This is an optimization exercise on Yosys and OpenROAD, whose aim is small area and a short achievable clock period, not a production implementation. RTL that was checked went through simulation tests only; none was proved equivalent to the original. Power and IR drop assume default switching activity.

==> flow/design.v (excerpt) <==
module yuv422_to_rgb
(
    input       wire        clk     ,
    input       wire        cke     ,
    input       wire        yuv_hs  ,
    input       wire        yuv_vs  ,
    input       wire        yuv_de  ,
    input       wire [9 :0] yuv_y   ,
    input       wire [9 :0] yuv_c   ,
    output      wire        rgb_hs  ,
    output      wire        rgb_vs  ,
    output      wire        rgb_de  ,
    output      wire [23:0] rgb_dat
);
export LEC_CHECK = 0
export CAP_MARGIN = 20
export CORE_MARGIN = 2
export CORE_UTILIZATION = 40
export SETUP_SLACK_MARGIN = 1.8
export SLEW_MARGIN = 20
create_clock -name core_clock -period 4.5 [get_ports {clk}]
standard.sh (not shown) runs the stock make flow with config.mk's settings and CLKGATE_MAP_FILE= SYNTH_SCRIPT=/design/flow/synth_recipe.tcl, a recipe that flattens the netlist after the stock synthesis.
==> flow/flow/run.sh <==
#!/bin/bash
# Standard ORFS layout (the standard.sh) with changes that do not touch the design:
#  - ports are buffered with buf_1 instead of the default delay-cell choice
#  - CTS: no dummy load cells, chosen clock buffers and sink cluster size
set -o pipefail
export BUFFER_PORTS_ARGS="-buffer_cell sky130_fd_sc_hd__buf_1"
export CTS_ARGS="-sink_clustering_enable -repair_clock_nets -dont_use_dummy_load -buf_list sky130_fd_sc_hd__clkbuf_8 -sink_clustering_size 16 -sink_clustering_max_diameter 100"
bash standard.sh > standard.log 2>&1
Next try:
--- a/flow/config.mk
+++ b/flow/config.mk
@@ -6,7 +6,8 @@
 export NUM_CORES = 4
 export LEC_CHECK = 0
+export ABC_AREA = 1
 export CAP_MARGIN = 20
 export CORE_MARGIN = 2
 export CORE_UTILIZATION = 40
-export SETUP_SLACK_MARGIN = 1.8
+export SETUP_SLACK_MARGIN = 1.9
 export SLEW_MARGIN = 20
Result:
- design area goes up by 2.0%
- total power stays flat
- critical path depth increases by 1
- setup slack improves by 350 ps
- global-route usage is higher by 0.59 points
- clock-buffer cell count does not change
- hold slack gets worse by 53 ps
- core utilization decreases by 0.64 points
Next try:
--- a/flow/config.mk
+++ b/flow/config.mk
@@ -6,8 +6,7 @@
 export NUM_CORES = 4
 export LEC_CHECK = 0
-export ABC_AREA = 1
 export CAP_MARGIN = 20
 export CORE_MARGIN = 2
 export CORE_UTILIZATION = 40
-export SETUP_SLACK_MARGIN = 1.9
+export SETUP_SLACK_MARGIN = 2.0
 export SLEW_MARGIN = 20
Outcome:
- The changed run completed with no timing, DRC or antenna violations
- clock skew grows by 31 ps
- die area came out lower by 3.5%
- clock power went up by about 0.5%
- synthesized area went down by 3.5%
- core utilization climbs by 1.7 points
- routed wire length came out lower by 2.9%
Next try:
--- a/flow/config.mk
+++ b/flow/config.mk
@@ -6,4 +6,5 @@
 export NUM_CORES = 4
 export LEC_CHECK = 0
+export ABC_AREA = 1
 export CAP_MARGIN = 20
 export CORE_MARGIN = 2
Outcome: The new run passed the timing, design-rule and antenna checks; register-to-register slack gains 340 ps; global-route usage increases by 0.35 points; combinational power stays flat; worst setup slack gains 340 ps.
Next try:
--- a/flow/config.mk
+++ b/flow/config.mk
@@ -10,4 +10,4 @@
 export CORE_MARGIN = 2
 export CORE_UTILIZATION = 40
-export SETUP_SLACK_MARGIN = 2.0
+export SETUP_SLACK_MARGIN = 2.1
 export SLEW_MARGIN = 20
- cell count climbs by about 0.5%
- area after synthesis is unchanged
- critical path depth stays the same
- setup slack degrades by 8.0 ps


== v7 ==
yuv422_to_rgb, a different RTL version from the one above (not shown whole).
Size in the first run: roughly 52 I/O pins, roughly 0.013 mm² of cells after synthesis.
clock: 4.5 ns
lec_check: 0
cap_margin: 20
core_margin: 2
core_utilization: 40
slew_margin: 20
run.sh (not shown) runs the stock make flow with config.mk's settings and CLKGATE_MAP_FILE= SYNTH_SCRIPT=/design/flow/synth_recipe.tcl, a recipe that flattens the netlist after the stock synthesis.
Stock flow here: none of the scripts above is used.
The inputs of v32 differ from those of v7 as listed below.
- an added CTS_BUF_LIST of sky130_fd_sc_hd__clkbuf_4
- a change of CORE_UTILIZATION from 40 to 65
[summary]
Hold slack delta (v32 − v7): unfavourable. Diff v7 -> v32 | non-clock buffer count | decrease of 1. Critical path's largest stage delay sits lower in v32 than in v7. For the area after detailed placement, v32 came in 170 µm² lower than v7 did. When v32 is measured against v7, its final instance area turns out 1.2% lower. Measured against v7, the global-route wire length before repair of v32 comes out at 0.936 times the reference value. v32 vs v7, number of buffer and inverter stages on the critical path went up by 2. Row global-route usage: v32 higher / v7 lower. Compared to v7, v32 has maximum number of pins on one net before global-route repair 73 higher. Re fraction of the cycle the final worst path needs: v32 is 0.29 points up on v7.
diff inputs: v32 => v14
- setting SETUP_SLACK_MARGIN to 1.5 for the first time
- changing CORE_UTILIZATION from 65 to 40
- removing CTS_BUF_LIST (formerly sky130_fd_sc_hd__clkbuf_4)
[summary]
Re average cell area after synthesis: no difference whatsoever between v32 and v14. In the tables for v14 and v32, row count reads lower with v32. Comparing endpoint required time on the critical path for v14 and v32, the smaller number came from v14. Summary — switching share of power, v14 relative to v32: lower, by 1.2 points. Diff v14 and v32: final routed wirelength across all metal layers higher in v14. v14 | status: complete | timing, DRC, antenna: pass. The higher sequential share of layout area of v14 and v32 is in v32. Number of buffers and inverters on the critical path: v14 vs v32 identical.
No functional check of the RTL was part of any run of this note.

[static timing again, ports no longer ideal]
The flow's constraints put no driver on any port. The routed layouts listed below were extracted and timed again, unchanged, in two steps.
Step 1: set_driving_cell puts a clkbuf_16 on clk and a buf_2 on each other input, an assumption about the parent block.
Step 2 also shifts input and output timing later by t, the mid clock arrival at the registers, as if the neighbouring blocks saw the same clock.
Three values: ideal ports, drivers, drivers and shift; two values: the first two.
run | shift t [ns] | slack for setup (ns) | worst setup path after step 2 | clock arrival spread, ns | pins driven straight from the clock port
the first run of note 1 | 0.532 | 1.685 / 1.685 / 1.685 | register to register | 0.061 / 0.061 | 1
the second run of note 1 | 0.544 | 2.032 / 2.032 / 2.032 | register to register | 0.058 / 0.059 | 1
the third run of note 1 | 0.529 | 1.725 / 1.725 / 1.725 | register to register | 0.083 / 0.083 | 1
the fourth run of note 1 | 0.541 | 2.063 / 2.063 / 2.063 | register to register | 0.059 / 0.059 | 1
the fifth run of note 1 | 0.543 | 2.055 / 2.055 / 2.055 | register to register | 0.053 / 0.053 | 1
v7 | 0.559 | 0.655 / 0.655 / 0.655 | register to register | 0.019 / 0.019 | 1
v32 | 0.669 | 0.642 / 0.642 / 0.642 | register to register | 0.033 / 0.033 | 1
v14 | 0.545 | 1.152 / 1.152 / 1.152 | register to register | 0.010 / 0.010 | 1
After both steps every run listed still meets setup and hold.
